What follows belongs to an exercise in optimizing a design on an open flow for small area and a short achievable clock period; a production flow would make more cautious choices. Where RTL was checked, it was by simulation tests only, not by an equivalence proof against the original. No functional check of the RTL was part of run 1. No activity file was given, so power comes from the tool's default toggle rates.

==> flow/design.v, too long to show whole: its modules and the start of the top module <==
// module systolic_2x2: 73 lines
// module pe: 33 lines
// module mul32_pipe: 1624 lines
// module pfx_add64pg: 453 lines
// module pfx_add65: 457 lines
// module pfx_add32x: 198 lines
// module fa3: 4 lines
// module ha2: 4 lines
module systolic_2x2 #(parameter DATA_TYPE = 3'b011) (
    input clk,
    input rst,
    input load_in,
    input [31:0] row_in_row0, row_in_row1,
    input [31:0] col_in_col0, col_in_col1,
    output [63:0] result_row00, result_row01, result_row10, result_row11,
    output carry_00, carry_01, carry_10, carry_11,
    output reg done,
    output reg valid_op
);
  // ...
==> flow/flow/run.sh <==
#!/bin/bash
# Own layout flow: the standard flow, except in synthesis:
#  - the prefix adder modules (pfx_add*) and the tree's full/half adder modules
#    (fa3, ha2) are kept apart until the design is flattened at the end;
#  - ABC maps the accumulator adder, the other prefix adders and the rest of the
#    design with the scripts named in MY_ABC_PLAN / MY_ABC_MAIN below.
# Every register, and everything after synthesis, is the standard flow's.
set -euo pipefail
W=$(pwd)
F=$W/flow
KEEP="pfx_add32x pfx_add64pg pfx_add65 fa3 ha2"
# same make call as standard.sh, with our synthesis script in place of synth_recipe.tcl
sed -e "s#SYNTH_SCRIPT=[^ ]*synth_recipe.tcl#SYNTH_SCRIPT=$W/my_synth.tcl#" \
    -e "s#CLKGATE_MAP_FILE= #CLKGATE_MAP_FILE= 'SYNTH_KEEP_MODULES=$KEEP' #" standard.sh > my_standard.sh
grep -q "SYNTH_SCRIPT=$W/my_synth.tcl" my_standard.sh
grep -q "SYNTH_KEEP_MODULES=" my_standard.sh
sed "s#@FLOW_SYNTH@#$W/synth_recipe.tcl#" $F/my_synth.tcl.in > $W/my_synth.tcl
export MY_FLOW=$F
export MY_ABC_PLAN="adder_fast.abc pfx_add65 adder_fast.abc pfx_add32x adder.abc pfx_add*"
export MY_ABC_MAIN=main.abc
bash my_standard.sh synth > $W/synth.log 2>&1
bash standard.sh finish > $W/layout.log 2>&1
test -f out/final.def
==> flow/flow/adder.abc <==
strash
dch
map -D 1600
buffer -c
topo
upsize -c
dnsize -c
==> flow/flow/adder_fast.abc <==
strash
dch
map
buffer -c
topo
upsize -c
dnsize -c
==> flow/flow/main.abc <==
strash
dch
map -D 2000
buffer -c
topo
upsize -c
dnsize -c
==> flow/flow/my_synth.tcl.in <==
# synth_recipe.tcl, with other ABC scripts: the prefix adders first (the
# accumulator's with its own script), then the rest of the design
proc abc {args} {
  set i [lsearch -exact $args -script]
  foreach {script mods} $::env(MY_ABC_PLAN) {
    set a $args
    lset a [expr {$i + 1}] $::env(MY_FLOW)/$script
    puts "own flow: abc with $script on $mods"
    yosys abc {*}$a {*}$mods
  }
  set a $args
  lset a [expr {$i + 1}] $::env(MY_FLOW)/$::env(MY_ABC_MAIN)
  puts "own flow: abc with $::env(MY_ABC_MAIN) on the rest"
  yosys abc {*}$a
}
source @FLOW_SYNTH@
==> flow/standard.sh <==
#!/bin/bash
# synth_recipe.tcl (not shown) runs the flow's synth.tcl, then flattens the netlist and writes it again
# the make line also repeats each setting of config.mk as NAME=value (left out here)
make -C /OpenROAD-flow-scripts/flow DESIGN_CONFIG=/design/flow/config.mk WORK_HOME=/design/flow/orfs CLKGATE_MAP_FILE= SYNTH_SCRIPT=/design/flow/synth_recipe.tcl "${@:-finish}"
==> flow/config.mk <==
export PLATFORM = sky130hd
export DESIGN_NAME = systolic_2x2
export DESIGN_NICKNAME = systolic_2x2
export VERILOG_FILES = /design/flow/design.v
export SDC_FILE = /design/flow/constraint.sdc
export NUM_CORES = 8
export LEC_CHECK = 0
export CAP_MARGIN = 20
export CELL_PAD_IN_SITES_DETAIL_PLACEMENT = 1
export CORE_MARGIN = 2
export CORE_UTILIZATION = 35
export CTS_CLUSTER_DIAMETER = 70
export CTS_CLUSTER_SIZE = 24
export PLACE_DENSITY = 0.5
export SETUP_SLACK_MARGIN = 2.3
export SLEW_MARGIN = 60
==> flow/constraint.sdc <==
create_clock -name core_clock -period 5.0 [get_ports {clk}]
set_input_delay 1.0000 -clock core_clock [delete_from_list [all_inputs] [get_ports {clk}]]
set_output_delay 1.0000 -clock core_clock [all_outputs]
set_load 0.01 [all_outputs]
==> key figures, run 1 <==
Status
  – Status: finished clean

Worst setup path
  – Kind of critical path: reg -> reg
  – CP bufs+invs: 1
  – Worst Reg2Reg Path Length in Cells: 6
  – CP startpoint: pe10.mul.ta[28]
  – CP startpoint kind: flip-flop
  – CP Depth: 6
  – Critical Path Max Stage Delay: 0.55 ns

Final layout
  – Synthesis-to-finish area growth: 13.0%
  – Fill cell count: 79,143
  – Inverter count: 2,060
  – Data buffer area share: 3.21%
  – Ratio of cells with drive above 1 in the final layout: 12.0%
  – Multi-input combinational area share: 36.2%
  – Area-dominant class: registers

Floorplanning
  – Row cnt: 314
  – # IOs: 393
  – Initial core utilization: 35.1%

GRT
  – Met2 GRT Util: 33.7%
  – Total GRT Usage: 21.2%
  – Global-route wire length before repair: 1200 mm

Power
  – Worst vdd ir: 0.501 mV
  – Power Density: 455 mW/mm^2

Placed design
  – Pre-CTS worst setup slack: 1.82 ns
  – Port bufs: 392
  – Post-Place Cells: 33,065

Timing
  – Fin. Hold Viols: 0
  – Setup TNS: 0 ns

Drt
  – Top Metal Used: met5

Clock tree
  – Hold buffer count at CTS: 0
==> module pe, before the edit <==
module pe #(parameter HOLD_A = 1, parameter HOLD_B = 1) (
    input             clk,
    input             rst,
    input             load_in,
    input             mul_done,
    input      [31:0] row_in,
    input      [31:0] col_in,
    output reg [31:0] col_out,
    output reg [31:0] row_out,
    output reg [64:0] pe_result
);
    reg  [31:0] a_in_reg, b_in_reg;
    wire [63:0] product, product_n;
    wire [65:0] sum;
    mul32_pipe mul (.clk(clk), .a(a_in_reg), .b(b_in_reg), .p(product), .pn(product_n));
    pfx_add65 acc_add (.x(pe_result), .y({1'b0, product}), .y2({1'b1, product_n}), .s(sum));
    wire acc_en = mul_done & ~load_in;
    always @(posedge clk) begin
        if (!HOLD_A || load_in) a_in_reg <= row_in;
        if (!HOLD_B || load_in) b_in_reg <= col_in;
    end
    always @(posedge clk) begin
        if (rst) begin
            pe_result <= 65'b0;
            row_out   <= 32'b0;
            col_out   <= 32'b0;
        end else if (acc_en) begin
            pe_result <= sum[64:0];
            row_out   <= a_in_reg;
            col_out   <= b_in_reg;
        end
    end
endmodule
==> inputs of run 2 (changes only) <==
--- a/flow/design.v
+++ b/flow/design.v
@@ -79,20 +79,21 @@
     input             mul_done,
     input      [31:0] row_in,
     input      [31:0] col_in,
     output reg [31:0] col_out,
     output reg [31:0] row_out,
     output reg [64:0] pe_result
 );
     reg  [31:0] a_in_reg, b_in_reg;
-    wire [63:0] product, product_n;
-    wire [65:0] sum;
-    mul32_pipe mul (.clk(clk), .a(a_in_reg), .b(b_in_reg), .p(product), .pn(product_n));
-    pfx_add65 acc_add (.x(pe_result), .y({1'b0, product}), .y2({1'b1, product_n}), .s(sum));
+    wire [63:0] product;
+    wire [64:0] t = pe_result ^ {1'b0, product};
+    wire [64:0] sum;
+    mul32_pipe mul (.clk(clk), .a(a_in_reg), .b(b_in_reg), .p(product));
+    pfx_sum65 acc_add (.x(pe_result), .y(product), .t(t), .s(sum));
     wire acc_en = mul_done & ~load_in;
     always @(posedge clk) begin
         if (!HOLD_A || load_in) a_in_reg <= row_in;
         if (!HOLD_B || load_in) b_in_reg <= col_in;
     end
     always @(posedge clk) begin
         if (rst) begin
             pe_result <= 65'b0;
@@ -101,17 +102,17 @@
         end else if (acc_en) begin
             pe_result <= sum[64:0];
             row_out   <= a_in_reg;
             col_out   <= b_in_reg;
         end
     end
 endmodule
 `timescale 1ns / 1ps
-module mul32_pipe (input clk, input [31:0] a, input [31:0] b, output reg [63:0] p, output reg [63:0] pn);
+module mul32_pipe (input clk, input [31:0] a, input [31:0] b, output reg [63:0] p);
   reg [31:0] da0, db0;
   always @(posedge clk) begin da0 <= a; db0 <= b; end
   reg [31:0] da1, db1;
   always @(posedge clk) begin da1 <= da0; db1 <= db0; end
   reg [31:0] da2, db2;
   always @(posedge clk) begin da2 <= da1; db2 <= db1; end
   reg [31:0] da3, db3;
   always @(posedge clk) begin da3 <= da2; db3 <= db2; end
@@ -202,17 +203,19 @@
   wire e_neg9 = bb[29] & ~(bb[28] & bb[27] & bb[26]);
   wire [3:0] g10 = {1'b0, bb[31], bb[30], bb[29]};
   wire e_s110 = (g10 == 4'd1) | (g10 == 4'd2) | (g10 == 4'd13) | (g10 == 4'd14);
   wire e_s210 = (g10 == 4'd3) | (g10 == 4'd4) | (g10 == 4'd11) | (g10 == 4'd12);
   wire e_s310 = (g10 == 4'd5) | (g10 == 4'd6) | (g10 == 4'd9) | (g10 == 4'd10);
   wire e_s410 = (g10 == 4'd7) | (g10 == 4'd8);
   wire e_neg10 = 1'b0 & ~(bb[31] & bb[30] & bb[29]);
   wire [32:0] t3s;
-  pfx_add32x t3add (.x({1'b0, da14[31:1]}), .y(da14), .s(t3s));
+  wire [32:1] t3c;
+  pfx_car33 t3add (.x({1'b0, da14}), .y({1'b0, da14[31:1]}), .c(t3c));
+  assign t3s = {t3c[32], da14 ^ {1'b0, da14[31:1]} ^ {t3c[31:1], 1'b0}};
   reg [33:1] t3r;
   wire [33:0] t3 = {t3r, ta[0]};
   always @(posedge clk) begin ta <= da14; t3r <= t3s;
     s1[0] <= e_s10; s2[0] <= e_s20; s3[0] <= e_s30; s4[0] <= e_s40; neg[0] <= e_neg0;
     s1[1] <= e_s11; s2[1] <= e_s21; s3[1] <= e_s31; s4[1] <= e_s41; neg[1] <= e_neg1;
     s1[2] <= e_s12; s2[2] <= e_s22; s3[2] <= e_s32; s4[2] <= e_s42; neg[2] <= e_neg2;
     s1[3] <= e_s13; s2[3] <= e_s23; s3[3] <= e_s33; s4[3] <= e_s43; neg[3] <= e_neg3;
     s1[4] <= e_s14; s2[4] <= e_s24; s3[4] <= e_s34; s4[4] <= e_s44; neg[4] <= e_neg4;
@@ -1723,17 +1726,17 @@
     r2_pp10_33 <= pp10_33;
   end
   wire [63:0] rx = {fs571, fs501, fc672, fs671, fs569, fc670, fc668, fs667, fc666, fc664, fs663, fc662, fc660, fc658, fc656, fc654, fc652, fc650, fc648, fc646, fc644, fc642, fc640, fc638, fc636, fc634, fc632, fc630, fc628, fc626, fc624, fc622, fc620, fc618, fc616, fc614, fc612, fc610, fc608, fc606, fc604, fc602, fc600, fc598, fc596, fc594, fc592, fc590, fc588, fc586, fc584, fc582, fc580, fc578, fc576, fc574, fs573, fs503, fs387, r2_fs231, r2_fs1, r2_pp0_2, r2_pp0_1, r2_pp0_0};
   wire [63:0] ry = {1'b0, 1'b0, r2_fs385, 1'b0, 1'b0, fs499, fs669, 1'b0, fs567, fs665, 1'b0, fs565, fs661, fs659, fs657, fs655, fs653, fs651, fs649, fs647, fs645, fs643, fs641, fs639, fs637, fs635, fs633, fs631, fs629, fs627, fs625, fs623, fs621, fs619, fs617, fs615, fs613, fs611, fs609, fs607, fs605, fs603, fs601, fs599, fs597, fs595, fs593, fs591, fs589, fs587, fs585, fs583, fs581, fs579, fs577, fs575, 1'b0, 1'b0, 1'b0, 1'b0, 1'b0, 1'b0, 1'b0, r2_neg0};
   reg [63:0] qp, qg;
   always @(posedge clk) begin qp <= rx ^ ry; qg <= rx & ry; end
   wire [63:0] cs;
   pfx_add64pg cpa (.x(qp), .y(qg), .s(cs));
-  always @(posedge clk) begin p <= cs[63:0]; pn <= ~cs[63:0]; end
+  always @(posedge clk) begin p <= cs[63:0]; end
 endmodule
 module pfx_add64pg (input [63:0] x, input [63:0] y, output [63:0] s);
   wire [63:0] p0 = x;
   wire [63:0] g0 = y;
   wire [63:0] t0 = x;
   wire gg1 = g0[1] | (p0[1] & g0[0]);
   wire pp1 = p0[1] & p0[0];
   wire gg2 = g0[3] | (p0[3] & g0[2]);
@@ -2178,20 +2181,19 @@
   assign s[57] = t0[57] ^ gg185;
   assign s[58] = t0[58] ^ gg186;
   assign s[59] = t0[59] ^ gg187;
   assign s[60] = t0[60] ^ gg188;
   assign s[61] = t0[61] ^ gg189;
   assign s[62] = t0[62] ^ gg190;
   assign s[63] = t0[63] ^ gg191;
 endmodule
-module pfx_add65 (input [64:0] x, input [64:0] y, input [64:0] y2, output [65:0] s);
-  wire [64:0] p0 = x | ~y2;
-  wire [64:0] g0 = x & ~y2;
-  wire [64:0] t0 = x ^ y;
+module pfx_sum65 (input [64:0] x, input [63:0] y, input [64:0] t, output [64:0] s);
+  wire [63:0] p0 = x[63:0] | y;
+  wire [63:0] g0 = x[63:0] & y;
   wire gg1 = g0[1] | (p0[1] & g0[0]);
   wire pp1 = p0[1] & p0[0];
   wire gg2 = g0[3] | (p0[3] & g0[2]);
   wire pp2 = p0[3] & p0[2];
   wire gg3 = g0[5] | (p0[5] & g0[4]);
   wire pp3 = p0[5] & p0[4];
   wire gg4 = g0[7] | (p0[7] & g0[6]);
   wire pp4 = p0[7] & p0[6];
@@ -2566,89 +2568,85 @@
   wire gg189 = gg157 | (pp157 & gg144);
   wire pp189 = pp157 & pp144;
   wire gg190 = gg158 | (pp158 & gg144);
   wire pp190 = pp158 & pp144;
   wire gg191 = gg159 | (pp159 & gg144);
   wire pp191 = pp159 & pp144;
   wire gg192 = gg160 | (pp160 & gg144);
   wire pp192 = pp160 & pp144;
-  wire gg193 = g0[64] | (p0[64] & gg192);
-  wire pp193 = p0[64] & pp192;
-  assign s[0] = t0[0];
-  assign s[1] = t0[1] ^ g0[0];
-  assign s[2] = t0[2] ^ gg1;
-  assign s[3] = t0[3] ^ gg33;
-  assign s[4] = t0[4] ^ gg34;
-  assign s[5] = t0[5] ^ gg65;
-  assign s[6] = t0[6] ^ gg66;
-  assign s[7] = t0[7] ^ gg67;
-  assign s[8] = t0[8] ^ gg68;
-  assign s[9] = t0[9] ^ gg97;
-  assign s[10] = t0[10] ^ gg98;
-  assign s[11] = t0[11] ^ gg99;
-  assign s[12] = t0[12] ^ gg100;
-  assign s[13] = t0[13] ^ gg101;
-  assign s[14] = t0[14] ^ gg102;
-  assign s[15] = t0[15] ^ gg103;
-  assign s[16] = t0[16] ^ gg104;
-  assign s[17] = t0[17] ^ gg129;
-  assign s[18] = t0[18] ^ gg130;
-  assign s[19] = t0[19] ^ gg131;
-  assign s[20] = t0[20] ^ gg132;
-  assign s[21] = t0[21] ^ gg133;
-  assign s[22] = t0[22] ^ gg134;
-  assign s[23] = t0[23] ^ gg135;
-  assign s[24] = t0[24] ^ gg136;
-  assign s[25] = t0[25] ^ gg137;
-  assign s[26] = t0[26] ^ gg138;
-  assign s[27] = t0[27] ^ gg139;
-  assign s[28] = t0[28] ^ gg140;
-  assign s[29] = t0[29] ^ gg141;
-  assign s[30] = t0[30] ^ gg142;
-  assign s[31] = t0[31] ^ gg143;
-  assign s[32] = t0[32] ^ gg144;
-  assign s[33] = t0[33] ^ gg161;
-  assign s[34] = t0[34] ^ gg162;
-  assign s[35] = t0[35] ^ gg163;
-  assign s[36] = t0[36] ^ gg164;
-  assign s[37] = t0[37] ^ gg165;
-  assign s[38] = t0[38] ^ gg166;
-  assign s[39] = t0[39] ^ gg167;
-  assign s[40] = t0[40] ^ gg168;
-  assign s[41] = t0[41] ^ gg169;
-  assign s[42] = t0[42] ^ gg170;
-  assign s[43] = t0[43] ^ gg171;
-  assign s[44] = t0[44] ^ gg172;
-  assign s[45] = t0[45] ^ gg173;
-  assign s[46] = t0[46] ^ gg174;
-  assign s[47] = t0[47] ^ gg175;
-  assign s[48] = t0[48] ^ gg176;
-  assign s[49] = t0[49] ^ gg177;
-  assign s[50] = t0[50] ^ gg178;
-  assign s[51] = t0[51] ^ gg179;
-  assign s[52] = t0[52] ^ gg180;
-  assign s[53] = t0[53] ^ gg181;
-  assign s[54] = t0[54] ^ gg182;
-  assign s[55] = t0[55] ^ gg183;
-  assign s[56] = t0[56] ^ gg184;
-  assign s[57] = t0[57] ^ gg185;
-  assign s[58] = t0[58] ^ gg186;
-  assign s[59] = t0[59] ^ gg187;
-  assign s[60] = t0[60] ^ gg188;
-  assign s[61] = t0[61] ^ gg189;
-  assign s[62] = t0[62] ^ gg190;
-  assign s[63] = t0[63] ^ gg191;
-  assign s[64] = t0[64] ^ gg192;
-  assign s[65] = gg193;
+  assign s[0] = t[0];
+  assign s[1] = t[1] ^ g0[0];
+  assign s[2] = t[2] ^ gg1;
+  assign s[3] = t[3] ^ gg33;
+  assign s[4] = t[4] ^ gg34;
+  assign s[5] = t[5] ^ gg65;
+  assign s[6] = t[6] ^ gg66;
+  assign s[7] = t[7] ^ gg67;
+  assign s[8] = t[8] ^ gg68;
+  assign s[9] = t[9] ^ gg97;
+  assign s[10] = t[10] ^ gg98;
+  assign s[11] = t[11] ^ gg99;
+  assign s[12] = t[12] ^ gg100;
+  assign s[13] = t[13] ^ gg101;
+  assign s[14] = t[14] ^ gg102;
+  assign s[15] = t[15] ^ gg103;
+  assign s[16] = t[16] ^ gg104;
+  assign s[17] = t[17] ^ gg129;
+  assign s[18] = t[18] ^ gg130;
+  assign s[19] = t[19] ^ gg131;
+  assign s[20] = t[20] ^ gg132;
+  assign s[21] = t[21] ^ gg133;
+  assign s[22] = t[22] ^ gg134;
+  assign s[23] = t[23] ^ gg135;
+  assign s[24] = t[24] ^ gg136;
+  assign s[25] = t[25] ^ gg137;
+  assign s[26] = t[26] ^ gg138;
+  assign s[27] = t[27] ^ gg139;
+  assign s[28] = t[28] ^ gg140;
+  assign s[29] = t[29] ^ gg141;
+  assign s[30] = t[30] ^ gg142;
+  assign s[31] = t[31] ^ gg143;
+  assign s[32] = t[32] ^ gg144;
+  assign s[33] = t[33] ^ gg161;
+  assign s[34] = t[34] ^ gg162;
+  assign s[35] = t[35] ^ gg163;
+  assign s[36] = t[36] ^ gg164;
+  assign s[37] = t[37] ^ gg165;
+  assign s[38] = t[38] ^ gg166;
+  assign s[39] = t[39] ^ gg167;
+  assign s[40] = t[40] ^ gg168;
+  assign s[41] = t[41] ^ gg169;
+  assign s[42] = t[42] ^ gg170;
+  assign s[43] = t[43] ^ gg171;
+  assign s[44] = t[44] ^ gg172;
+  assign s[45] = t[45] ^ gg173;
+  assign s[46] = t[46] ^ gg174;
+  assign s[47] = t[47] ^ gg175;
+  assign s[48] = t[48] ^ gg176;
+  assign s[49] = t[49] ^ gg177;
+  assign s[50] = t[50] ^ gg178;
+  assign s[51] = t[51] ^ gg179;
+  assign s[52] = t[52] ^ gg180;
+  assign s[53] = t[53] ^ gg181;
+  assign s[54] = t[54] ^ gg182;
+  assign s[55] = t[55] ^ gg183;
+  assign s[56] = t[56] ^ gg184;
+  assign s[57] = t[57] ^ gg185;
+  assign s[58] = t[58] ^ gg186;
+  assign s[59] = t[59] ^ gg187;
+  assign s[60] = t[60] ^ gg188;
+  assign s[61] = t[61] ^ gg189;
+  assign s[62] = t[62] ^ gg190;
+  assign s[63] = t[63] ^ gg191;
+  assign s[64] = t[64] ^ gg192;
 endmodule
-module pfx_add32x (input [31:0] x, input [31:0] y, output [32:0] s);
-  wire [31:0] p0 = x ^ y;
-  wire [31:0] g0 = x & y;
-  wire [31:0] t0 = p0;
+module pfx_car33 (input [32:0] x, input [31:0] y, output [32:1] c);
+  wire [31:0] p0 = x[31:0] | y;
+  wire [31:0] g0 = x[31:0] & y;
   wire gg1 = g0[1] | (p0[1] & g0[0]);
   wire pp1 = p0[1] & p0[0];
   wire gg2 = g0[3] | (p0[3] & g0[2]);
   wire pp2 = p0[3] & p0[2];
   wire gg3 = g0[5] | (p0[5] & g0[4]);
   wire pp3 = p0[5] & p0[4];
   wire gg4 = g0[7] | (p0[7] & g0[6]);
   wire pp4 = p0[7] & p0[6];
@@ -2799,49 +2797,48 @@
   wire gg77 = gg61 | (pp61 & gg56);
   wire pp77 = pp61 & pp56;
   wire gg78 = gg62 | (pp62 & gg56);
   wire pp78 = pp62 & pp56;
   wire gg79 = gg63 | (pp63 & gg56);
   wire pp79 = pp63 & pp56;
   wire gg80 = gg64 | (pp64 & gg56);
   wire pp80 = pp64 & pp56;
-  assign s[0] = t0[0];
-  assign s[1] = t0[1] ^ g0[0];
-  assign s[2] = t0[2] ^ gg1;
-  assign s[3] = t0[3] ^ gg17;
-  assign s[4] = t0[4] ^ gg18;
-  assign s[5] = t0[5] ^ gg33;
-  assign s[6] = t0[6] ^ gg34;
-  assign s[7] = t0[7] ^ gg35;
-  assign s[8] = t0[8] ^ gg36;
-  assign s[9] = t0[9] ^ gg49;
-  assign s[10] = t0[10] ^ gg50;
-  assign s[11] = t0[11] ^ gg51;
-  assign s[12] = t0[12] ^ gg52;
-  assign s[13] = t0[13] ^ gg53;
-  assign s[14] = t0[14] ^ gg54;
-  assign s[15] = t0[15] ^ gg55;
-  assign s[16] = t0[16] ^ gg56;
-  assign s[17] = t0[17] ^ gg65;
-  assign s[18] = t0[18] ^ gg66;
-  assign s[19] = t0[19] ^ gg67;
-  assign s[20] = t0[20] ^ gg68;
-  assign s[21] = t0[21] ^ gg69;
-  assign s[22] = t0[22] ^ gg70;
-  assign s[23] = t0[23] ^ gg71;
-  assign s[24] = t0[24] ^ gg72;
-  assign s[25] = t0[25] ^ gg73;
-  assign s[26] = t0[26] ^ gg74;
-  assign s[27] = t0[27] ^ gg75;
-  assign s[28] = t0[28] ^ gg76;
-  assign s[29] = t0[29] ^ gg77;
-  assign s[30] = t0[30] ^ gg78;
-  assign s[31] = t0[31] ^ gg79;
-  assign s[32] = gg80;
+  assign c[1] = g0[0];
+  assign c[2] = gg1;
+  assign c[3] = gg17;
+  assign c[4] = gg18;
+  assign c[5] = gg33;
+  assign c[6] = gg34;
+  assign c[7] = gg35;
+  assign c[8] = gg36;
+  assign c[9] = gg49;
+  assign c[10] = gg50;
+  assign c[11] = gg51;
+  assign c[12] = gg52;
+  assign c[13] = gg53;
+  assign c[14] = gg54;
+  assign c[15] = gg55;
+  assign c[16] = gg56;
+  assign c[17] = gg65;
+  assign c[18] = gg66;
+  assign c[19] = gg67;
+  assign c[20] = gg68;
+  assign c[21] = gg69;
+  assign c[22] = gg70;
+  assign c[23] = gg71;
+  assign c[24] = gg72;
+  assign c[25] = gg73;
+  assign c[26] = gg74;
+  assign c[27] = gg75;
+  assign c[28] = gg76;
+  assign c[29] = gg77;
+  assign c[30] = gg78;
+  assign c[31] = gg79;
+  assign c[32] = gg80;
 endmodule
 module fa3 (input a, input b, input c, output s, output co);
   assign s = a ^ b ^ c;
   assign co = (a & b) | (a & c) | (b & c);
 endmodule
 module ha2 (input a, input b, output s, output co);
   assign s = a ^ b;
   assign co = a & b;
==> flow/flow/run.sh (replaced) <==
#!/bin/bash
# Own layout flow: the standard flow, except in synthesis:
#  - the prefix adder modules (pfx_*) and the tree's full/half adder modules
#    (fa3, ha2) are kept apart until the design is flattened at the end;
#  - ABC maps the accumulator adder, the other prefix adders and the rest of the
#    design with the scripts named in MY_ABC_PLAN / MY_ABC_MAIN below.
# Every register, and everything after synthesis, is the standard flow's.
set -euo pipefail
W=$(pwd)
F=$W/flow
KEEP="pfx_car33 pfx_add64pg pfx_sum65 fa3 ha2"
# same make call as standard.sh, with our synthesis script in place of synth_recipe.tcl
sed -e "s#SYNTH_SCRIPT=[^ ]*synth_recipe.tcl#SYNTH_SCRIPT=$W/my_synth.tcl#" \
    -e "s#CLKGATE_MAP_FILE= #CLKGATE_MAP_FILE= 'SYNTH_KEEP_MODULES=$KEEP' #" standard.sh > my_standard.sh
grep -q "SYNTH_SCRIPT=$W/my_synth.tcl" my_standard.sh
grep -q "SYNTH_KEEP_MODULES=" my_standard.sh
sed "s#@FLOW_SYNTH@#$W/synth_recipe.tcl#" $F/my_synth.tcl.in > $W/my_synth.tcl
export MY_FLOW=$F
export MY_ABC_PLAN="adder_fast.abc pfx_sum65 adder_fast.abc pfx_car33 adder.abc pfx_add64pg"
export MY_ABC_MAIN=main.abc
bash my_standard.sh synth > $W/synth.log 2>&1
bash standard.sh finish > $W/layout.log 2>&1
test -f out/final.def
--- a/flow/config.mk
+++ b/flow/config.mk
@@ -7,10 +7,10 @@
 export LEC_CHECK = 0
 export CAP_MARGIN = 20
 export CELL_PAD_IN_SITES_DETAIL_PLACEMENT = 1
 export CORE_MARGIN = 2
 export CORE_UTILIZATION = 35
 export CTS_CLUSTER_DIAMETER = 70
 export CTS_CLUSTER_SIZE = 24
 export PLACE_DENSITY = 0.5
-export SETUP_SLACK_MARGIN = 2.3
+export SETUP_SLACK_MARGIN = 2.2
 export SLEW_MARGIN = 60
==> run 2 against run 1 <==
Net effect: register-to-register slack worse by 0.14 ns; sequential share of layout area up 0.065 points; total power down 4.1%.
==> key figures, run 2 <==
Clock tree
  – Num Clock Sinks: 6,566 (was 6,822)
  – Hold buffer count at CTS: 0 (unchanged)
  – CTS H-tree depth: 5 (unchanged)
  – TritonCTS clock tree: done (unchanged)
  – CTS Root Cell: clkbuf_16 (unchanged)
  – TritonCTS Buffers: 440 (was 454)
  – Clk buf depth: 4 (unchanged)
  – Clock Pin Slew Worst Setup and Hold Paths: 0.09 ns (about the same)
  – Clock Latency Late Sink: 1.11 ns (was 1.09 ns)

Worst setup path
  – CP startpoint: pe10.mul.t3r[15] (was pe10.mul.ta[28])
  – Worst R2R Start: pe10.mul.t3r[15] (was pe10.mul.ta[28])
  – CP startpoint kind: flip-flop (unchanged)
  – Kind of critical path: reg -> reg (unchanged)
  – Critical Path Sink Type: flip-flop (unchanged)
  – Worst EP arrival: 3.81 ns (was 3.64 ns)
  – Critical path required time: 5.97 ns (was 5.94 ns)
  – Maximum fanout along the worst path: 10 (was 21)

Synth
  – EDFF count, synth: 128
  – #FFs+latches synth: 6,566
  – Mean Syn Cell Area: 10.7 sq um (was 10.6 sq um)
  – Synth Flop Type: dfxtp_1
  – Synth cell types: 76
  – Async SR Flop Fraction: 0%
  – Syn Std Cell Area: 0.249 sq mm (was 0.256 sq mm)
  – Area fraction of the dominant cell type after synthesis: 51.7%
  – Seq/Total Area, Yosys: 53.2%
  – Syn. warnings: 6 (unchanged)
  – Synth top area cells: dfxtp_1 (52%), fa_1 (9.0%), a22oi_1 (7.5%)
  – Post-Syn Instances: 23,331 (was 24,094)
  – Commonest cells in the netlist: dfxtp_1 (6,438), nand2_1 (2,488), a22oi_1 (2,486)
  – Top-count cell post-synth: dfxtp_1
  – Area leader, netlist: dfxtp_1

Power
  – Clock power frac: 30.9% (was 30.4%)
  – Tot Pwr: 127 mW (was 132 mW)
  – Comb pwr share: 19.6% (was 20.4%)
  – LEAKAGE: 121 nW (was 127 nW)
  – Flop pwr share: 49.5% (was 49.2%)
  – Psw: 40.4 mW (was 42.1 mW)
  – Power Density: 455 mW/mm^2 (about the same)
  – Switching Share: 31.9% (about the same)
  – Worst vdd ir: 0.521 mV (was 0.501 mV)
  – Internal power: 86.2 mW (was 89.9 mW)

Final layout
  – Fill cell count: 77,356 (was 79,143)
  – Commonest non-fill, non-tap cell in the layout: dfxtp_1 (unchanged)
  – Ratio of cells with drive above 1 in the final layout: 10.9% (was 12.0%)
  – Fin util: 39.1% (was 39.7%)
  – Synthesis-to-finish area growth: 11.6% (was 13.0%)
  – Final nets: 24,736 (was 26,037)
  – Commonest non-fill, non-tap cells in the layout: dfxtp_1 (5,769), nand2_1 (2,487), a22oi_1 (2,485) (was dfxtp_1 (6,023), a22oi_1 (2,464), nand2_1 (2,366))

Timing
  – Hold slack: 0.278 ns (was 0.263 ns)
  – Clk_skew: 0.105 ns (was 0.0926 ns)
  – Relative slew slack: 56.3% (was 55.5%)
  – Setup TNS: 0 ns (unchanged)
  – Slew Limit Fails: 0 (unchanged)
  – Min Tclk post-route: 2.84 ns (was 2.70 ns)
  – Fin crit share: 56.8% (was 54.0%)
  – RSZ-0062 raised after global routing: true (unchanged)
  – F_max: 0.352 GHz (was 0.370 GHz)
  – Final setup violation count: 0 (unchanged)
  – Fin. Hold Viols: 0 (unchanged)
  – Worst-Margin Slew: 0.655 ns (was 0.667 ns)

Floorplanning
  – Row cnt: 310 (was 314)
  – Die Span Y: 848 um (was 860 um)
  – Initial core utilization: 35.1% (about the same)
  – # IOs: 393 (unchanged)
  – Core box area: 0.711 sq mm (was 0.730 sq mm)
  – Die ar.: 0.719 sq mm (was 0.739 sq mm)
  – Die span in x: 848 um (was 860 um)

Drt
  – Final WL: 778 mm (was 813 mm)
  – Vias: 170,737 (was 176,718)
  – Final ANT Viol Nets: 0 (unchanged)
  – DR iter-0 viols: 14,686 (was 16,372)
  – Wire per inst: 23.6 um (was 23.8 um)
  – Remaining DRCs: 0 (unchanged)
  – Drt first pass iters: 10 (was 7)
  – Via-per-instance ratio: 5.19 (was 5.17)

Placed design
  – Routability cong.: 0.896 (was 0.915)
  – Post-DP HPWL: 529 mm (was 563 mm)
  – Port bufs: 392 (unchanged)

GRT
  – Largest net degree at the start of global routing: 97 (was 75)
  – Initial antenna violation count: 45 (was 58)
  – Total GRT Usage: 20.9% (was 21.2%)
  – Global-route wire length before repair: 1160 mm (was 1200 mm)
  – GRT overflow: 0 (unchanged)
  – Vias in the first global route: 178,587 (was 183,852)

Min path
  – Hold Crit Start: pe11.mul.db13[27] (was pe00.mul.da4[13])
  – Worst min-delay path class: reg -> reg (unchanged)

Run
  – Maxcap violations: 0 (unchanged)

Status
  – Status: finished clean (unchanged)
-- run 2: changes by cell type in the layout (fill, tap and decap cells not counted), moves of 85 or more --
| cell | delta |
|---|---|
| a21oi_1 | +131 |
| buf_4 | -235 |
| clkdlybuf4s15_2 | +92 |
| dfxtp_1 | -254 |
| ha_1 | -123 |
| inv_1 | -582 |
| nand2_1 | +121 |
| nand3_1 | -228 |
| nor2_1 | -191 |
| o211ai_1 | +116 |
| o21bai_2 | -85 |
| o2bb2ai_1 | -124 |
| xnor2_1 | +178 |
| xor2_1 | +169 |
-- run 2: cell type report --
type / count / area (sq um) / area share [%]
Timing Repair Buffer: 772 / 7260 / 2.61
Clock buffer: 489 / 11400 / 4.11
Antenna cell: 23 / 57.6 / 0.0207
Clock inverter: 260 / 4090 / 1.47
Multi-Input combinational cell: 13791 / 104000 / 37.2
Inverter: 1476 / 5610 / 2.02
Sequential cell: 6566 / 134000 / 48.3
Tap cell: 9516 / 11900 / 4.28
-- run 2: per-stage QoR --
stage	cell area [sq um]	worst slack (ns)	instances
after CTS	277000	1.94	32818
after global placement	259000	1.42	31969
after detailed placement	261000	1.59	32009
after global routing	278000	2.19	32879
after floorplan	250000	2.87	23406
final	278000	2.16	32893
-- run 2: path summary, 6_finish.rpt --
| kind | cells past startpoint | endpoint | slack (ns) |
|---|---|---|---|
| min | 0 | pe11.mul.db14[27] | 0.28 |
| min reg2reg | 0 | pe11.mul.db14[27] | 0.28 |
| max | 5 | pe10.mul.r2_fs259 | 2.16 |
| max reg2reg | 5 | pe10.mul.r2_fs259 | 2.16 |
-- run 2: critical path: stages (launching register included) --
cell and delay (ns):
dfxtp_1 0.54, clkinv_2 0.35, o221ai_1 0.57, xor2_1 0.16, fa_1 0.61, fa_1 0.44
-- run 2: metal layers --
layer  wire length [um]  track usage [%]  share of wire (%)  vias up
li1                   -                -                  -    76958
met1             329000             27.6                 42    84253
met2             347000             33.2                 45     7393
met3              63900             4.41                8.2     2119
met4              38300             8.81                4.9       14
met5                 96                0              0.012        -
-- run 2: power by group through the flow --
stage	registers, mW	logic (mW)	clock network [mW]
5_1_grt	63.0	28.3	42.5
4_1_cts	62.5	24.9	40.5
2_1_floorplan	60.5	16.9	0
3_5_place_dp	63.8	24.5	0
6_report	62.7	24.7	39.1
3_3_place_gp	63.7	23.7	0
-- run 2: kinds of logic after synthesis --
kind of cell / count (synthesis) / synth area share (%)
buf+inv: 3049 / 5.59
fa+ha+maj: 1558 / 11.2
flops: 6566 / 53.2
simple gates: 4768 / 7.69
xor+xnor: 2172 / 7.63
compound gates: 5217 / 14.7
other cells: 1 / 0.00150
-- run 2: what timing repair did --
action                      CTS  global route
pin swaps                     5            21
setup buffers                60            42
cloned                        0             1
setup endpoints to repair   378           203
gates resized for setup    1420            87
-- run 2: modules after synthesis (local to each module, per instance) --
module,area [sq um],times used,flops+latches,cells
ha2,12.5,136,0,1
pfx_sum65,3950,4,0,732
systolic_2x2,195000,1,6566,16551
pfx_add64pg,2320,4,0,397
pfx_car33,1290,4,0,251
fa3,20.0,1124,0,1
==> inputs of run 3 (changes only) <==
--- a/flow/config.mk
+++ b/flow/config.mk
@@ -13,4 +13,4 @@
 export CTS_CLUSTER_SIZE = 24
 export PLACE_DENSITY = 0.5
-export SETUP_SLACK_MARGIN = 2.2
+export SETUP_SLACK_MARGIN = 2.3
 export SLEW_MARGIN = 60
==> run 3 against run 2 <==
Net effect: routed wire length grew 1.3%; largest cell class unchanged; highest routed layer unchanged; global-route usage grew 0.090 points; utilization rose by 0.40 points; critical endpoint is now pe10.mul.r2_fs283.
==> key figures, run 3 <==
Status
  – Status: finished clean (unchanged)

Synth
  – Area leader, netlist: dfxtp_1 (unchanged)
  – #FFs+latches synth: 6,566 (unchanged)
  – Async SR Flop Fraction: 0% (unchanged)
  – Syn. warnings: 6 (unchanged)
  – Seq/Total Area, Yosys: 53.2% (unchanged)
  – Synth Flop Type: dfxtp_1 (unchanged)
  – Top-count cell post-synth: dfxtp_1 (unchanged)
  – EDFF count, synth: 128 (unchanged)
  – Mean Syn Cell Area: 10.7 sq um (unchanged)
  – Commonest cells in the netlist: dfxtp_1 (6,438), nand2_1 (2,488), a22oi_1 (2,486) (unchanged)
  – Syn Std Cell Area: 0.249 sq mm (unchanged)
  – Post-Syn Instances: 23,331 (unchanged)
  – Area fraction of the dominant cell type after synthesis: 51.7% (unchanged)
  – Synth cell types: 76 (unchanged)
  – Synth top area cells: dfxtp_1 (52%), fa_1 (9.0%), a22oi_1 (7.5%) (unchanged)

Timing
  – Fin crit share: 54.8% (was 56.8%)
  – Relative slew slack: 55.6% (was 56.3%)
  – RSZ-0062 raised after global routing: true (unchanged)
  – F_max: 0.365 GHz (was 0.352 GHz)
  – Clk_skew: 0.107 ns (was 0.105 ns)
  – Fin. Hold Viols: 0 (unchanged)
  – Final setup violation count: 0 (unchanged)
  – Worst-Margin Slew: 0.665 ns (was 0.655 ns)
  – Hold slack: 0.279 ns (was 0.278 ns)
  – Slew Limit Fails: 0 (unchanged)
  – Setup TNS: 0 ns (unchanged)
  – Min Tclk post-route: 2.74 ns (was 2.84 ns)

GRT
  – Initial antenna violation count: 44 (was 45)
  – Most used routing layer: met2 (unchanged)
  – GRT overflow: 0 (unchanged)
  – Met1 GRT Util: 27.6% (about the same)
  – Met2 GRT Util: 33.5% (was 33.2%)
  – Vias in the first global route: 179,601 (was 178,587)
  – Global-route wire length before repair: 1160 mm (about the same)
  – Met3 Use GR: 4.58% (was 4.41%)
  – Largest net degree at the start of global routing: 97 (unchanged)
  – Total GRT Usage: 21.0% (was 20.9%)

Power
  – Power Density: 451 mW/mm^2 (was 455 mW/mm^2)
  – Psw: 40.5 mW (was 40.4 mW)
  – Internal power: 86.2 mW (about the same)
  – Comb pwr share: 19.7% (was 19.6%)
  – Clock power frac: 30.9% (about the same)
  – Worst vdd ir: 0.525 mV (was 0.521 mV)
  – Flop pwr share: 49.4% (was 49.5%)
  – Switching Share: 32.0% (was 31.9%)
  – LEAKAGE: 123 nW (was 121 nW)

Clock tree
  – CTS H-tree depth: 5 (unchanged)
  – Hold buffer count at CTS: 0 (unchanged)
  – Clock Latency Late Sink: 1.12 ns (was 1.11 ns)
  – Clock Pin Slew Worst Setup and Hold Paths: 0.09 ns (about the same)
  – TritonCTS clock tree: done (unchanged)
  – Num Clock Sinks: 6,566 (unchanged)
  – CTS Root Cell: clkbuf_16 (unchanged)
  – Clk buf depth: 4 (unchanged)
  – TritonCTS Buffers: 440 (unchanged)

Drt
  – Remaining DRCs: 0 (unchanged)
  – Drt first pass iters: 7 (was 10)
  – DR iter-0 viols: 14,989 (was 14,686)
  – Vias: 172,322 (was 170,737)
  – Final WL: 787 mm (was 778 mm)
  – Via-per-instance ratio: 5.20 (was 5.19)
  – Final ANT Viol Nets: 0 (unchanged)
  – Wire per inst: 23.8 um (was 23.6 um)

Worst setup path
  – CP startpoint kind: flip-flop (unchanged)
  – Worst R2R Start: pe10.mul.t3r[15] (unchanged)
  – Maximum fanout along the worst path: 10 (unchanged)
  – R2R setup slack: 2.26 ns (was 2.16 ns)
  – Worst EP arrival: 3.76 ns (was 3.81 ns)
  – RR Endpoint: pe10.mul.r2_fs283 (was pe10.mul.r2_fs259)
  – Critical path required time: 6.02 ns (was 5.97 ns)
  – Kind of critical path: reg -> reg (unchanged)
  – Critical Path Sink Type: flip-flop (unchanged)
  – Worst Reg2Reg Path Length in Cells: 5 (unchanged)

Placed design
  – Port bufs: 392 (unchanged)
  – Post-DP HPWL: 529 mm (unchanged)
  – Routability cong.: 0.896 (unchanged)

Min path
  – Hold path depth: 0 (unchanged)
  – Hold Crit Start: pe11.mul.db13[27] (unchanged)
  – Worst Hold End: pe11.mul.db14[27] (unchanged)
  – Worst min-delay path class: reg -> reg (unchanged)

Final layout
  – Register area: 0.135 sq mm (was 0.134 sq mm)
  – Final nets: 24,962 (was 24,736)
  – Commonest non-fill, non-tap cell in the layout: dfxtp_1 (unchanged)
  – Synthesis-to-finish area growth: 12.8% (was 11.6%)
  – Ratio of cells with drive above 1 in the final layout: 12.2% (was 10.9%)
  – Multi-input gate area: 0.104 sq mm (about the same)
  – Commonest non-fill, non-tap cells in the layout: dfxtp_1 (5,756), a22oi_1 (2,485), nand2_1 (2,485) (was dfxtp_1 (5,769), nand2_1 (2,487), a22oi_1 (2,485))
  – Fill cell count: 77,337 (was 77,356)

Floorplanning
  – Initial core utilization: 35.1% (unchanged)
  – Die span in x: 848 um (unchanged)
  – Core box area: 0.711 sq mm (unchanged)
  – Die Span Y: 848 um (unchanged)
  – Row cnt: 310 (unchanged)
  – Die ar.: 0.719 sq mm (unchanged)
  – # IOs: 393 (unchanged)

Run
  – Maxcap violations: 0 (unchanged)
-- run 3: cell counts after synthesis --
Identical to the previous run, type by type.
-- run 3: cells by family (layout without fill, tap and decap cells) --
logic type,Yosys count,count (layout),share of synthesized area [%]
compound gates,5217,5218,14.7
xor+xnor,2172,2172,7.63
fa+ha+maj,1558,1558,11.2
buf+inv,3049,3221,5.59
flops,6566,6566,53.2
other cells,1,103,0.00150
simple gates,4768,4769,7.69
-- run 3: per-layer routing --
layer	part of all wire, %	vias up
met5	0.019	-
met3	8.2	2153
met2	45	7432
met4	5.0	16
met1	42	85286
li1	-	77435
-- run 3: power by group through the flow --
stage	Combinational (mW)	Sequential [mW]	Clock [mW]
finish	25.0	62.6	39.1
global route	28.5	62.9	42.5
CTS	24.9	62.5	40.5
detailed placement	24.5	63.8	0
global placement	23.7	63.7	0
floorplan	16.9	60.5	0
-- run 3: stage by stage --
step | std cells | utilization (%) | worst slack, ns | instance area [sq um] | power, mW
5_1_grt | 33105 | 39.5 | 2.22 | 281000 | 134
3_5_place_dp | 32009 | 36.7 | 1.59 | 261000 | 88.3
3_3_place_gp | 31969 | 36.5 | 1.42 | 259000 | 87.4
6_report | 33123 | 39.5 | 2.26 | 281000 | 127
4_1_cts | 32963 | 39.2 | 2.01 | 279000 | 128
2_1_floorplan | 23406 | - | 2.87 | 250000 | 77.3
-- run 3: how the worst max path moves through the flow --
| stage | startpoint | end | slack [ns] | depth (start not counted) |
|---|---|---|---|---|
| final | pe10.mul.t3r[15] | pe10.mul.r2_fs283 | 2.26 | 5 |
| after detailed placement | load_in | pe10.row_out[3] | 1.59 | 10 |
| after global placement | load_in | pe10.row_out[10] | 1.42 | 7 |
| after CTS | pe01.pe_result[3] | result_row01[3] | 2.01 | 1 |
| after floorplan | pe00.mul.r2_fc346 | pe00.mul.qp[43] | 2.87 | 4 |
| after global routing | pe00.pe_result[28] | pe00.pe_result[40] | 2.22 | 14 |
-- run 3: repair_timing --
| action | 4_1_cts | 5_1_grt |
|---|---|---|
| buffers inserted | 204 | 120 |
| cloned | 1 | 5 |
| resized for setup | 1894 | 191 |
| setup endpoints to repair | 514 | 331 |
| pin swaps | 13 | 64 |
-- run 3: layout make-up --
| type | count | area share, % |
|---|---|---|
| diodes | 27 | 0.0240 |
| clock buffers | 489 | 4.06 |
| clock inverters | 260 | 1.45 |
| inverters | 1476 | 2.00 |
| multi-input cells | 13793 | 36.9 |
| flip-flops and latches | 6566 | 47.9 |
| well taps | 9516 | 4.23 |
| repair buffers | 996 | 3.37 |
-- run 3: worst max-delay path: stages, from the launching register on --
cell and delay (ns):
dfxtp_1 0.56, clkinv_2 0.39, o221ai_1 0.31, xor2_1 0.33
fa_1 0.54, fa_1 0.49
-- run 3: per-module statistics from Yosys, one instance, submodules excluded --
module	cell area, sq um	flops+latches	copies in the design
systolic_2x2	195000	6566	1
pfx_sum65	3950	0	4
pfx_add64pg	2320	0	4
pfx_car33	1290	0	4
fa3	20.0	0	1124
ha2	12.5	0	136
==> inputs of run 4 (changes only) <==
==> flow/flow/run.sh (replaced) <==
#!/bin/bash
# Own layout flow: the standard flow, except in synthesis:
#  - the prefix adder modules (pfx_*) and the tree's full/half adder modules
#    (fa3, ha2) are kept apart until the design is flattened at the end;
#  - ABC maps the accumulator adder, the other prefix adders and the rest of the
#    design with the scripts named in MY_ABC_PLAN / MY_ABC_MAIN below.
#  - clock tree synthesis adds no dummy loads (CTS_ARGS below).
# Every register, and everything else, is the standard flow's.
set -euo pipefail
W=$(pwd)
F=$W/flow
KEEP="pfx_car33 pfx_add64pg pfx_sum65 fa3 ha2"
# CTS as the standard flow runs it (same clustering as config.mk), without the
# dummy loads it adds at the tree's leaves
CTS="-sink_clustering_enable -repair_clock_nets -sink_clustering_size 24 -sink_clustering_max_diameter 70 -dont_use_dummy_load"
# same make call as standard.sh, with our synthesis script in place of synth_recipe.tcl
sed -e "s#SYNTH_SCRIPT=[^ ]*synth_recipe.tcl#SYNTH_SCRIPT=$W/my_synth.tcl#" \
    -e "s#CLKGATE_MAP_FILE= #CLKGATE_MAP_FILE= 'SYNTH_KEEP_MODULES=$KEEP' 'CTS_ARGS=$CTS' #" standard.sh > my_standard.sh
grep -q "SYNTH_SCRIPT=$W/my_synth.tcl" my_standard.sh
grep -q "SYNTH_KEEP_MODULES=" my_standard.sh
grep -q "CTS_ARGS=" my_standard.sh
sed "s#@FLOW_SYNTH@#$W/synth_recipe.tcl#" $F/my_synth.tcl.in > $W/my_synth.tcl
export MY_FLOW=$F
export MY_ABC_PLAN="adder_fast.abc pfx_sum65 adder_fast.abc pfx_car33 adder.abc pfx_add64pg"
export MY_ABC_MAIN=main.abc
bash my_standard.sh synth > $W/synth.log 2>&1
bash my_standard.sh finish > $W/layout.log 2>&1
test -f out/final.def
--- a/flow/config.mk
+++ b/flow/config.mk
@@ -13,4 +13,4 @@
 export CTS_CLUSTER_SIZE = 24
 export PLACE_DENSITY = 0.5
-export SETUP_SLACK_MARGIN = 2.3
+export SETUP_SLACK_MARGIN = 2.4
 export SLEW_MARGIN = 60
==> run 4 against run 3 <==
Net effect: still clean on timing, DRC and antenna; non-clock buffer count up 131; die area unchanged; critical path depth unchanged; final cell count shrank 0.53%; worst hold slack got worse by 0.044 ns; fmax is 2.1% higher; clock skew up 0.055 ns; via count is 0.16% higher; count of clock-buffer cells in the layout fell by 49.
==> key figures, run 4 <==
Timing
  – Worst-Margin Slew: 0.653 ns (was 0.665 ns)
  – Final Worst Setup Slack: 2.32 ns (was 2.26 ns)
  – Min Tclk post-route: 2.68 ns (was 2.74 ns)
  – Fin. Hold Viols: 0 (unchanged)
  – Relative slew slack: 56.5% (was 55.6%)
  – Clk_skew: 0.162 ns (was 0.107 ns)
  – F_max: 0.373 GHz (was 0.365 GHz)
  – Final setup violation count: 0 (unchanged)
  – RSZ-0062 raised after global routing: true (unchanged)
  – Slew Limit Fails: 0 (unchanged)
  – Setup TNS: 0 ns (unchanged)
  – Fin crit share: 53.7% (was 54.8%)

Worst setup path
  – Critical path required time: 5.90 ns (was 6.02 ns)
  – Worst R2R Start: pe10.mul.t3r[15] (unchanged)
  – R2R setup slack: 2.32 ns (was 2.26 ns)
  – RR Endpoint: pe10.mul.r2_fs307 (was pe10.mul.r2_fs283)
  – Most used cell, CP: fa_1 (unchanged)
  – Critical path cell sequence: clkinv_4 > o221ai_1 > xor2_1 > fa_1 > fa_1 (was clkinv_2 > o221ai_1 > xor2_1 > fa_1 > fa_1)
  – Kind of critical path: reg -> reg (unchanged)
  – Critical Path Max Stage Delay: 0.59 ns (was 0.56 ns)
  – CP startpoint kind: flip-flop (unchanged)
  – Maximum fanout along the worst path: 10 (unchanged)
  – Worst Reg2Reg Path Length in Cells: 5 (unchanged)
  – Worst EP arrival: 3.58 ns (was 3.76 ns)
  – Cell family with most CP delay: adder cells (unchanged)
  – Critical Path Sink Type: flip-flop (unchanged)
  – Critical Path Slowest Stage Cell: dfxtp_1 (unchanged)
  – CP bufs+invs: 1 (unchanged)

Clock tree
  – Num Clock Sinks: 6,566 (unchanged)
  – CTS H-tree depth: 5 (unchanged)
  – Clk buf depth: 4 (unchanged)
  – Clock Pin Slew Worst Setup and Hold Paths: 0.09 ns (about the same)
  – TritonCTS Buffers: 440 (unchanged)
  – Clock Latency Late Sink: 1.11 ns (was 1.12 ns)
  – TritonCTS clock tree: done (unchanged)
  – Hold buffer count at CTS: 0 (unchanged)
  – CTS Root Cell: clkbuf_16 (unchanged)

Synth
  – Seq/Total Area, Yosys: 53.2% (unchanged)
  – Synth top area cells: dfxtp_1 (52%), fa_1 (9.0%), a22oi_1 (7.5%) (unchanged)
  – EDFF count, synth: 128 (unchanged)
  – Mean Syn Cell Area: 10.7 sq um (unchanged)
  – Post-Syn Instances: 23,331 (unchanged)
  – Area leader, netlist: dfxtp_1 (unchanged)
  – Syn Std Cell Area: 0.249 sq mm (unchanged)
  – Synth cell types: 76 (unchanged)
  – Commonest cells in the netlist: dfxtp_1 (6,438), nand2_1 (2,488), a22oi_1 (2,486) (unchanged)
  – Top-count cell post-synth: dfxtp_1 (unchanged)
  – Synth Flop Type: dfxtp_1 (unchanged)
  – Syn. warnings: 6 (unchanged)
  – Async SR Flop Fraction: 0% (unchanged)
  – #FFs+latches synth: 6,566 (unchanged)
  – Area fraction of the dominant cell type after synthesis: 51.7% (unchanged)

Final layout
  – Commonest non-fill, non-tap cells in the layout: dfxtp_1 (5,731), a22oi_1 (2,481), nand2_1 (2,478) (was dfxtp_1 (5,756), a22oi_1 (2,485), nand2_1 (2,485))
  – Commonest non-fill, non-tap cell in the layout: dfxtp_1 (unchanged)
  – Final nets: 25,094 (was 24,962)
  – Fin util: 39.3% (was 39.5%)
  – Ratio of cells with drive above 1 in the final layout: 12.1% (was 12.2%)
  – Synthesis-to-finish area growth: 12.2% (was 12.8%)

Drt
  – Final WL: 797 mm (was 787 mm)
  – Wire per inst: 24.2 um (was 23.8 um)
  – DR iter-0 viols: 15,503 (was 14,989)
  – Remaining DRCs: 0 (unchanged)
  – Via-per-instance ratio: 5.24 (was 5.20)
  – Final ANT Viol Nets: 0 (unchanged)
  – Drt first pass iters: 7 (unchanged)
  – Vias: 172,596 (was 172,322)

GRT
  – Total GRT Usage: 21.1% (was 21.0%)
  – Vias in the first global route: 179,526 (was 179,601)
  – Initial antenna violation count: 46 (was 44)
  – Largest net degree at the start of global routing: 97 (unchanged)
  – GRT overflow: 0 (unchanged)
  – Global-route wire length before repair: 1170 mm (was 1160 mm)

Status
  – Status: finished clean (unchanged)

Floorplanning
  – Initial core utilization: 35.1% (unchanged)
  – Die ar.: 0.719 sq mm (unchanged)
  – Die Span Y: 848 um (unchanged)
  – # IOs: 393 (unchanged)
  – Core box area: 0.711 sq mm (unchanged)
  – Die span in x: 848 um (unchanged)
  – Row cnt: 310 (unchanged)

Placed design
  – Port bufs: 392 (unchanged)
  – Routability cong.: 0.896 (unchanged)
  – Pre-CTS worst setup slack: 1.59 ns (unchanged)
  – Post-DP HPWL: 529 mm (unchanged)

Run
  – Maxcap violations: 0 (unchanged)

Power
  – Power Density: 429 mW/mm^2 (was 451 mW/mm^2)
  – Worst vdd ir: 0.521 mV (was 0.525 mV)
  – LEAKAGE: 122 nW (was 123 nW)

Min path
  – Hold Crit Start: pe10.mul.da2[26] (was pe11.mul.db13[27])
  – Worst min-delay path class: reg -> reg (unchanged)
  – Worst Hold End: pe10.mul.da3[26] (was pe11.mul.db14[27])
  – Hold path depth: 0 (unchanged)
==> run 4: layout make-up <==
cell class,count,area [sq um]
clock buffer,440,11000
timing repair buffer,1127,11900
sequential,6566,135000
fill,77320,432000
inverter,1476,5660
tap,9516,11900
multi-input combinational,13794,104000
antenna,29,72.6
==> run 4: logic make-up after synthesis <==
family | count (synthesis) | synth area share [%]
adder cells (fa/ha/maj) | 1558 | 11.2
AO/OA/AOI/OAI | 5217 | 14.7
flip-flops | 6566 | 53.2
XOR/XNOR | 2172 | 7.63
AND/OR/NAND/NOR | 4768 | 7.69
buffers and inverters | 3049 | 5.59
other | 1 | 0.00150
==> run 4: worst max-delay path by stage <==
stage | startpoint | slack, ns | cells after the start | to
detailed placement | load_in | 1.59 | 10 | pe10.row_out[3]
CTS | pe11.pe_result[34] | 2.24 | 2 | result_row11[34]
global placement | load_in | 1.42 | 7 | pe10.row_out[10]
finish | pe10.mul.t3r[15] | 2.32 | 5 | pe10.mul.r2_fs307
global route | pe11.mul.qg[0] | 2.26 | 14 | pe11.mul.p[57]
floorplan | pe00.mul.r2_fc346 | 2.87 | 4 | pe00.mul.qp[43]
==> run 4: through the flow <==
step                      hold slack, ns  total power, mW  cells  cell area [sq um]
final                              0.235              120  32948             280000
after global routing               0.232              127  32928             280000
after CTS                          0.229              121  32726             276000
after detailed placement           0.313             88.3  32009             261000
after global placement             0.310             87.4  31969             259000
after floorplan                    0.310             77.3  23406             250000
==> run 4: repair_timing <==
| item | 4_1_cts | 5_1_grt |
|---|---|---|
| gates resized for setup | 2169 | 337 |
| gates cloned | 1 | 11 |
| setup buffers | 276 | 176 |
| setup endpoints to repair | 748 | 501 |
| pin swaps | 30 | 100 |
==> run 4: power by group <==
group | switching, mW | total (mW) | internal [mW]
clock network | 16.8 | 32.2 | 15.4
registers | 5.24 | 62.6 | 57.4
logic | 14.6 | 25.3 | 10.7
total | 36.7 | 120 | 83.5
==> run 4: per-module statistics from Yosys (local to each module, per instance) <==
module,copies in the design,cell area [sq um],flops+latches,cells
fa3,1124,20.0,0,1
ha2,136,12.5,0,1
pfx_add64pg,4,2320,0,397
pfx_car33,4,1290,0,251
pfx_sum65,4,3950,0,732
systolic_2x2,1,195000,6566,16551
==> run 4: layer usage <==
| metal | wire [um] | GRT usage (%) | up-vias |
|---|---|---|---|
| met5 | 105 | 0 | - |
| met4 | 41100 | 8.97 | 14 |
| met3 | 67500 | 4.57 | 2223 |
| met2 | 355000 | 33.7 | 7644 |
| met1 | 333000 | 27.6 | 85366 |
| li1 | - | - | 77349 |
==> run 4: worst reg2reg max path: stages, from the launching register on <==
cell and delay, ns:
dfxtp_1 0.59, clkinv_4 0.28, o221ai_1 0.27, xor2_1 0.27, fa_1 0.50, fa_1 0.56
==> inputs of run 5 (changes only) <==
--- a/flow/config.mk
+++ b/flow/config.mk
@@ -13,4 +13,4 @@
 export CTS_CLUSTER_SIZE = 24
 export PLACE_DENSITY = 0.5
-export SETUP_SLACK_MARGIN = 2.4
+export SETUP_SLACK_MARGIN = 2.5
 export SLEW_MARGIN = 60
==> run 5 against run 4 <==
Net effect: still clean; clock power hardly changed; sequential share of layout area is 1.1 points lower; first-iteration DRC count is 5.2% higher; largest cell class unchanged; largest power group unchanged.
==> key figures, run 5 <==
Placed design
  – Post-Place Cells: 32,009 (unchanged)
  – Post-DP HPWL: 529 mm (unchanged)
  – Pre-CTS worst setup slack: 1.59 ns (unchanged)
  – Dpl cell area: 0.261 sq mm (unchanged)
  – Port bufs: 392 (unchanged)
  – Routability cong.: 0.896 (unchanged)

Min path
  – Hold path depth: 0 (unchanged)
  – Hold Crit Start: pe10.mul.da2[26] (unchanged)
  – Worst Hold End: pe10.mul.da3[26] (unchanged)
  – Worst min-delay path class: reg -> reg (unchanged)

GRT
  – Global-route wire length before repair: 1180 mm (was 1170 mm)
  – Vias in the first global route: 180,934 (was 179,526)
  – Largest net degree at the start of global routing: 97 (unchanged)
  – Initial antenna violation count: 49 (was 46)
  – Total GRT Usage: 21.5% (was 21.1%)
  – GRT overflow: 0 (unchanged)

Synth
  – Syn. warnings: 6 (unchanged)
  – Area fraction of the dominant cell type after synthesis: 51.7% (unchanged)
  – Syn Std Cell Area: 0.249 sq mm (unchanged)
  – Synth top area cells: dfxtp_1 (52%), fa_1 (9.0%), a22oi_1 (7.5%) (unchanged)
  – Synth cell types: 76 (unchanged)
  – EDFF count, synth: 128 (unchanged)
  – Commonest cells in the netlist: dfxtp_1 (6,438), nand2_1 (2,488), a22oi_1 (2,486) (unchanged)
  – Synth Flop Type: dfxtp_1 (unchanged)
  – Seq/Total Area, Yosys: 53.2% (unchanged)
  – Post-Syn Instances: 23,331 (unchanged)
  – Mean Syn Cell Area: 10.7 sq um (unchanged)
  – Area leader, netlist: dfxtp_1 (unchanged)
  – Top-count cell post-synth: dfxtp_1 (unchanged)
  – Async SR Flop Fraction: 0% (unchanged)
  – #FFs+latches synth: 6,566 (unchanged)

Floorplanning
  – Die span in x: 848 um (unchanged)
  – Die ar.: 0.719 sq mm (unchanged)
  – Row cnt: 310 (unchanged)
  – Die Span Y: 848 um (unchanged)
  – Core box area: 0.711 sq mm (unchanged)
  – # IOs: 393 (unchanged)
  – Initial core utilization: 35.1% (unchanged)

Drt
  – Final WL: 826 mm (was 797 mm)
  – Drt first pass iters: 9 (was 7)
  – Remaining DRCs: 0 (unchanged)
  – Vias: 175,430 (was 172,596)
  – Met3 WL: 74.9 mm (was 67.5 mm)
  – DR iter-0 viols: 16,316 (was 15,503)
  – Top Metal Used: met5 (unchanged)
  – Wire per inst: 24.8 um (was 24.2 um)
  – WL met1: 340 mm (was 333 mm)
  – DR WL met2: 365 mm (was 355 mm)
  – Via-per-instance ratio: 5.27 (was 5.24)
  – Final ANT Viol Nets: 0 (unchanged)

Clock tree
  – Clock Pin Slew Worst Setup and Hold Paths: 0.09 ns (about the same)
  – TritonCTS Buffers: 440 (unchanged)
  – Num Clock Sinks: 6,566 (unchanged)
  – Clk buf depth: 4 (unchanged)
  – CTS H-tree depth: 5 (unchanged)
  – Clock Latency Late Sink: 1.16 ns (was 1.11 ns)
  – TritonCTS clock tree: done (unchanged)
  – Hold buffer count at CTS: 0 (unchanged)
  – CTS Root Cell: clkbuf_16 (unchanged)

Timing
  – Setup TNS: 0 ns (unchanged)
  – Final Worst Setup Slack: 2.31 ns (was 2.32 ns)
  – Relative slew slack: 55.9% (was 56.5%)
  – RSZ-0062 raised after global routing: true (unchanged)
  – Final setup violation count: 0 (unchanged)
  – Fin. Hold Viols: 0 (unchanged)
  – Clk_skew: 0.163 ns (was 0.162 ns)
  – Min Tclk post-route: 2.69 ns (was 2.68 ns)
  – Fin crit share: 53.9% (was 53.7%)
  – Worst-Margin Slew: 0.662 ns (was 0.653 ns)
  – F_max: 0.371 GHz (was 0.373 GHz)
  – Slew Limit Fails: 0 (unchanged)

Worst setup path
  – Worst EP arrival: 1.69 ns (was 3.58 ns)
  – Critical Path Max Stage Delay: 0.34 ns (was 0.59 ns)
  – Kind of critical path: reg -> out (was reg -> reg)
  – Critical Path Sink Type: output port (was flip-flop)
  – Maximum fanout along the worst path: 2 (was 10)
  – Critical path required time: 4.00 ns (was 5.90 ns)
  – Critical path cell sequence: buf_8 > buf_6 (was clkinv_4 > o221ai_1 > xor2_1 > fa_1 > fa_1)
  – Critical Path Slowest Stage Cell: dfxtp_2 (was dfxtp_1)
  – Worst Reg2Reg Path Length in Cells: 14 (was 5)
  – RR Endpoint: pe00.pe_result[46] (was pe10.mul.r2_fs307)
  – Worst R2R Start: pe00.pe_result[1] (was pe10.mul.t3r[15])
  – R2R setup slack: 2.42 ns (was 2.32 ns)
  – CP startpoint kind: flip-flop (unchanged)

Final layout
  – Ratio of cells with drive above 1 in the final layout: 14.4% (was 12.1%)
  – Fin cells: 33,282 (was 32,948)
  – Commonest non-fill, non-tap cells in the layout: dfxtp_1 (5,693), a22oi_1 (2,472), nand2_1 (2,469) (was dfxtp_1 (5,731), a22oi_1 (2,481), nand2_1 (2,478))
  – Synthesis-to-finish area growth: 14.8% (was 12.2%)
  – Design Area, Final: 0.286 sq mm (was 0.280 sq mm)
  – Fin util: 40.2% (was 39.3%)
  – Final nets: 25,435 (was 25,094)
  – Commonest non-fill, non-tap cell in the layout: dfxtp_1 (unchanged)

Status
  – Status: finished clean (unchanged)

Power
  – Power Density: 423 mW/mm^2 (was 429 mW/mm^2)
  – Worst vdd ir: 0.516 mV (was 0.521 mV)
  – LEAKAGE: 124 nW (was 122 nW)

Run
  – Maxcap violations: 0 (unchanged)
-- run 5: cell count changes in the layout (fill, tap and decap cells not counted), sizes merged, moves of 4 or more --
cell | previous run | this run
diode | 29 | 22
bufbuf | 0 | 4
clkbuf | 451 | 462
buf | 987 | 1312
-- run 5: cell families after synthesis --
group / share of synthesized area [%]
DFF: 53.2
AOI/OAI and AO/OA: 14.7
and+or+nand+nor: 7.69
buffers and inverters: 5.59
xor gates and xnor gates: 7.63
adders and majority gates: 11.2
other: 0.00150
-- run 5: metrics by stage --
stage / total power, mW / hold slack, ns
6_report: 121 / 0.235
5_1_grt: 128 / 0.232
4_1_cts: 121 / 0.229
3_5_place_dp: 88.3 / 0.313
3_3_place_gp: 87.4 / 0.310
2_1_floorplan: 77.3 / 0.310
-- run 5: repair_timing --
| action | CTS | global route |
|---|---|---|
| buffers inserted | 407 | 372 |
| gates cloned | 7 | 21 |
| resized for setup | 2402 | 666 |
| endpoints found under the hold margin | 0 | 0 |
| pin swaps | 77 | 270 |
| endpoints found under the setup margin | 942 | 750 |
-- run 5: modules after synthesis (local to each module, per instance) --
module | cell area (sq um) | copies in the design | cells inside
fa3 | 20.0 | 1124 | 1
ha2 | 12.5 | 136 | 1
pfx_add64pg | 2320 | 4 | 397
pfx_car33 | 1290 | 4 | 251
pfx_sum65 | 3950 | 4 | 732
systolic_2x2 | 195000 | 1 | 16551
-- run 5: metal layers --
layer	global-route usage [%]	up-vias
li1	-	78043
met3	5.03	2560
met5	0	-
met2	34.0	8284
met4	9.66	24
met1	27.9	86519
-- run 5: worst max-delay path by stage --
stage | start | endpoint | depth (start not counted)
3_3_place_gp | load_in | pe10.row_out[10] | 7
4_1_cts | pe11.pe_result[34] | result_row11[34] | 2
5_1_grt | pe11.pe_result[34] | result_row11[34] | 2
2_1_floorplan | pe00.mul.r2_fc346 | pe00.mul.qp[43] | 4
3_5_place_dp | load_in | pe10.row_out[3] | 10
6_report | pe11.pe_result[34] | result_row11[34] | 2
-- run 5: critical path: cells and delay by family, from the launching register on --
| kind | cells | cell delay [ns] |
|---|---|---|
| DFF | 1 | 0.34 |
| buffers and inverters | 2 | 0.25 |
-- run 5: layout make-up --
| type | count | area [sq um] |
|---|---|---|
| Multi-Input combinational cell | 13793 | 106000 |
| Fill cell | 76946 | 425000 |
| Antenna cell | 22 | 55.1 |
| Tap cell | 9516 | 11900 |
| Clock buffer | 440 | 11000 |
| Inverter | 1476 | 5710 |
| Timing Repair inverter | 2 | 22.5 |
| Sequential cell | 6566 | 135000 |
| Timing Repair Buffer | 1467 | 16600 |
-- run 5: power by group --
part           internal, mW  switching, mW
Combinational          11.1           15.2
Sequential             57.4           5.17
Clock                  15.4           16.9
Total                  83.8           37.2

## re-timing with driven ports
Ports are ideal in the flow. The routed layouts listed here were re-timed in OpenROAD.
Step 1, drivers: a clkbuf_16 drives clk and a buf_2 each remaining input, both assumed.
Step 2, shift: input delay + t, output delay - t, t = (earliest + latest rising clock arrival at the registers) / 2. This alone moves slack from input paths to output paths.
a / b / c = ideal / step 1 / step 2; a / b = the first two.
run | t (ns) | setup WS [ns] | worst setup path at the end | worst register clock-pin slew, ns | pins driven straight from the clock port
run 1 | 1.191 | 2.298 / 2.229 / 1.807 | input to register | 0.10 / 0.10 | 1
run 2 | 1.203 | 2.159 / 2.142 / 1.636 | input to register | 0.10 / 0.10 | 1
run 3 | 1.208 | 2.260 / 2.177 / 1.641 | input to register | 0.10 / 0.10 | 1
run 4 | 1.163 | 2.316 / 2.218 / 1.653 | input to register | 0.10 / 0.10 | 1
run 5 | 1.170 | 2.306 / 2.204 / 1.619 | input to register | 0.09 / 0.09 | 1
After both steps every run listed still meets setup and hold. The setup slack of run 5, which loses most, moves by -0.102 ns with the drivers and by -0.687 ns with both steps.
